What follows belongs to an exercise in optimizing a design on an open flow for small area, a short achievable clock period and few clock cycles; a production flow would make more cautious choices.
Function was checked by simulation only, so behaviour that the tests miss may differ from the original.
Power is estimated from default activity; no workload was simulated.

sierra:
==> flow/design.v (excerpt) <==
module RV32Core(
    input wire CPU_CLK,
    input wire CPU_RST,
    output wire [31:0] IM_Addr,
    input wire [31:0] IM_RData,
    output wire [31:0] DM_Addr,
    output wire [3:0] DM_WE,
    output wire [31:0] DM_WData,
    input wire [31:0] DM_RData
    );
    wire clk = CPU_CLK;
    wire rst = CPU_RST;
    reg  [31:2] pc_f;            
    reg  [31:2] pc_d;            
    reg         v_d;             
    reg  [31:0] rs1v_e, rs2v_e;  
    reg  [31:0] imm_e;           
    reg  [4:0]  rd_e;
    reg  [31:2] pc_e;
    reg         we_e, ld_e, st_e, jalr_e, jal_e;
    reg         kill_e;          
    reg  [3:0]  fa_e;            
    reg  [3:0]  fb_e;            
    reg  [2:0]  fs_e;            
    reg  [5:0]  fh_e;            
    reg  [7:0]  rs_e;            
    reg  [3:0]  bc_e;            
    reg         sub_e, sgn_e, sra_e;
    reg  [2:0]  f3_e;
    reg  [31:0] res_m, wdat_m;
    reg  [3:0]  dmwe_m;
    reg  [4:0]  rd_m;
    reg         we_m, ld_m;
    reg  [2:0]  f3_m;
    reg  [31:0] res_w;
    reg  [4:0]  rd_w;
    reg         we_w, ld_w;
    reg  [2:0]  f3_w;
    assign IM_Addr  = {pc_f, 2'b00};
    assign DM_Addr  = res_m;
    assign DM_WE    = dmwe_m;
    assign DM_WData = wdat_m;
    wire [15:0] ld_half = res_w[1] ? DM_RData[31:16] : DM_RData[15:0];
    wire [7:0]  ld_byte = res_w[0] ? ld_half[15:8] : ld_half[7:0];
    wire        ld_sgn  = ~f3_w[2] & (f3_w[0] ? ld_half[15] : ld_byte[7]);
    wire [31:0] ld_val  = f3_w[1] ? DM_RData :
                          f3_w[0] ? {{16{ld_sgn}}, ld_half} :
                                    {{24{ld_sgn}}, ld_byte};
    wire [31:0] wb_val  = ld_w ? ld_val : res_w;
    wire [31:0] ins = IM_RData;
    wire [4:0]  op  = ins[6:2];
    wire [4:0]  rd  = ins[11:7];
    wire [4:0]  rs1 = ins[19:15];
    wire [4:0]  rs2 = ins[24:20];
    wire [2:0]  f3  = ins[14:12];
    wire is_jal    =  op[4] &  op[1];
    wire is_jalr   =  op[4] & ~op[1] &  op[0];
    wire is_br     =  op[4] & ~op[0];
    wire is_load   = ~op[4] & ~op[3] & ~op[2];
    wire is_store  = ~op[4] &  op[3] & ~op[2];
    wire is_opimm  = ~op[4] & ~op[3] &  op[2] & ~op[0];
    wire is_auipc  = ~op[4] & ~op[3] &  op[2] &  op[0];
    wire is_op     = ~op[4] &  op[3] &  op[2] & ~op[0];
    wire is_lui    = ~op[4] &  op[3] &  op[2] &  op[0];
    wire use1      = ~op[0] | is_jalr;
  ...
Size in the first run: ~5200 cells after synthesis, ~1300 flip-flops, about 170 I/O pins, roughly 0.063 mm2 of cells after synthesis.
Settings: LEC_CHECK=0, CAP_MARGIN=20, CORE_MARGIN=2, CORE_UTILIZATION=45, CTS_BUF_LIST=sky130_fd_sc_hd__clkbuf_8, CTS_CLUSTER_DIAMETER=60, CTS_CLUSTER_SIZE=12, PLACE_DENSITY=0.6, SETUP_SLACK_MARGIN=5, SLEW_MARGIN=20; clock period 10.0 ns.
standard.sh (not shown) runs the stock make flow with config.mk's settings and CLKGATE_MAP_FILE= SYNTH_SCRIPT=/design/flow/synth_recipe.tcl, a recipe that flattens the netlist after the stock synthesis.
==> flow/flow/run.sh <==
#!/bin/bash
# The standard layout (standard.sh: ORFS synthesis to final layout), with
# the port buffers that ORFS inserts made plain buffers (buf_4) instead of the
# delay cell buffer_ports picks by default. Every port still gets a buffer.
set -euo pipefail
bash standard.sh "BUFFER_PORTS_ARGS=-buffer_cell sky130_fd_sc_hd__buf_4" finish > standard_flow.log 2>&1
Per the final summary, sierra finished and its layout is clean on timing, DRC and antenna.
Testbench counts of sierra, summed over its fixed seeds: cycles 89,076.
Inputs modified between sierra and maple:
Settings: CORE_UTILIZATION now 25, was 45; PLACE_DENSITY now 0.5, was 0.6.
==> flow/flow/run.sh <==
#!/bin/bash
set -euo pipefail
bash standard.sh "BUFFER_PORTS_ARGS=-buffer_cell sky130_fd_sc_hd__buf_4" SETUP_SLACK_MARGIN=6.3 finish > standard_flow.log 2>&1
Notes after the runs:
The final layout from maple, which completed every stage, passed the timing, design-rule and antenna checks at the end of the flow.
Diff sierra -> maple: count of placed standard cells including taps now sits higher; final wirelength now sits higher; fraction of power spent switching nets now sits higher.
#### Input delta (pepper over maple)
==> flow/flow/run.sh <==
#!/bin/bash
# The standard layout (standard.sh: ORFS synthesis to final layout), with
# the port buffers that ORFS inserts made plain buffers (buf_4) instead of the
# delay cell buffer_ports picks by default. Every port still gets a buffer.
set -euo pipefail
bash standard.sh "BUFFER_PORTS_ARGS=-buffer_cell sky130_fd_sc_hd__buf_4" finish > standard_flow.log 2>&1
--- outcome ---
Side by side, maximum frequency from static timing analysis turned out lower in pepper than in maple. The run with more routed wire is maple, not pepper. In the tables for maple and pepper, clock group share of total power reads lower with maple. Number of clock buffers inserted by TritonCTS went down slightly going from maple to pepper. pepper vs maple, total power went down by 1.0 mW. Met3 routing resource usage after global routing (lower): pepper.

* * *

== xenon ==
RV32Core again, from the RTL that the note above started with.
==> flow/design.v (excerpt) <==
module RV32Core(
    input wire CPU_CLK,
    input wire CPU_RST,
    output wire [31:0] IM_Addr,
    input wire [31:0] IM_RData,
    output wire [31:0] DM_Addr,
    output wire [3:0] DM_WE,
    output wire [31:0] DM_WData,
    input wire [31:0] DM_RData
    );
==> flow/config.mk <==
export PLATFORM = sky130hd
export DESIGN_NAME = RV32Core
export DESIGN_NICKNAME = RV32Core
export VERILOG_FILES = /design/flow/design.v
export SDC_FILE = /design/flow/constraint.sdc
export NUM_CORES = 4
export LEC_CHECK = 0
export CAP_MARGIN = 20
export CORE_MARGIN = 2
export CORE_UTILIZATION = 25
export CTS_BUF_LIST = sky130_fd_sc_hd__clkbuf_8
export CTS_CLUSTER_DIAMETER = 60
export CTS_CLUSTER_SIZE = 12
export PLACE_DENSITY = 0.5
export SETUP_SLACK_MARGIN = 5
export SLEW_MARGIN = 20
==> flow/constraint.sdc <==
create_clock -name core_clock -period 10.0 [get_ports {CPU_CLK}]
set_input_delay 2.0000 -clock core_clock [delete_from_list [all_inputs] [get_ports {CPU_CLK}]]
set_output_delay 2.0000 -clock core_clock [all_outputs]
set_load 0.01 [all_outputs]
==> flow/flow/run.sh <==
#!/bin/bash
set -euo pipefail
bash standard.sh "BUFFER_PORTS_ARGS=-buffer_cell sky130_fd_sc_hd__buf_4" SETUP_SLACK_MARGIN=5.6 finish > standard_flow.log 2>&1
xenon: all stages complete, timing, DRC and antenna checks passed
Testbench counts of xenon, summed over its fixed seeds: cycles 89,076.
> inputs changed (xenon -> harbor)
- a change of CORE_UTILIZATION from 25 to 45
- a change of PLACE_DENSITY from 0.5 to 0.6
==> flow/flow/run.sh <==
#!/bin/bash
set -euo pipefail
bash standard.sh "BUFFER_PORTS_ARGS=-buffer_cell sky130_fd_sc_hd__buf_4" SETUP_SLACK_MARGIN=6 finish > standard_flow.log 2>&1
==> results.txt <==
- Against xenon, harbor reports a largest fanout on the critical path that is higher.
- Overall via count from detail_route for harbor: 1746 up relative to xenon
- First-pass GRT wire length: harbor better than xenon
- Looking at startpoint of the most critical setup path, the IM_RData[16] result is from xenon; the IM_RData[21] one comes from harbor.
- Going from xenon to harbor, largest net degree at the start of global routing shrank by a little under 10%.
diff inputs: harbor => onyx
==> flow/flow/run.sh <==
#!/bin/bash
set -euo pipefail
bash standard.sh "BUFFER_PORTS_ARGS=-buffer_cell sky130_fd_sc_hd__buf_4" SETUP_SLACK_MARGIN=6.5 finish > standard_flow.log 2>&1
Results
- Lower met1 track demand over resource in global routing goes to harbor over onyx.
- Compared to harbor, onyx shows a wider setup margin.
- Cmp harbor and onyx / fraction of layout cells with a size suffix above 1 / lower: harbor
- From harbor to onyx the numbers moved as follows: post-route cell area moved up, post-place instance area moved up, wire length of the first global-routing pass moved up.
- [compare] base=harbor new=onyx: top achievable clock speed higher; worst-case hold slack roughly the same; final cell count higher; post-synth design cell area roughly the same.

==> static timing again, ports no longer ideal <==
In the flow no input, the clock included, has a driving cell. The finished layouts below were timed again as built, in two steps.
Step 1 (the two cells are an assumption about what drives the block):
set clk [get_ports {CPU_CLK}]
set_driving_cell -lib_cell sky130_fd_sc_hd__clkbuf_16 $clk
set_driving_cell -lib_cell sky130_fd_sc_hd__buf_2 [delete_from_list [all_inputs] $clk]
Step 2 also shifts input and output timing later by t, the mid clock arrival at the registers, as if the neighbouring blocks saw the same clock.
Slacks: no drivers / after step 1 / after step 2; pairs: no drivers / after step 1.
run	t (ns)	setup slack, ns	slew at the worst register clock pin (ns)
sierra	1.039	5.073 / 5.073 / 4.117	0.09 / 0.09
maple	1.024	6.072 / 6.072 / 5.115	0.10 / 0.10
pepper	1.030	5.052 / 5.052 / 4.033	0.10 / 0.10
xenon	1.044	5.431 / 5.402 / 4.358	0.10 / 0.10
harbor	1.022	5.661 / 5.714 / 4.691	0.10 / 0.10
onyx	1.034	5.829 / 5.829 / 5.190	0.10 / 0.10
After both steps every run listed still meets setup and hold. For xenon, which loses most, drivers alone change the setup slack by -0.029 ns; drivers and shift together by -1.073 ns.
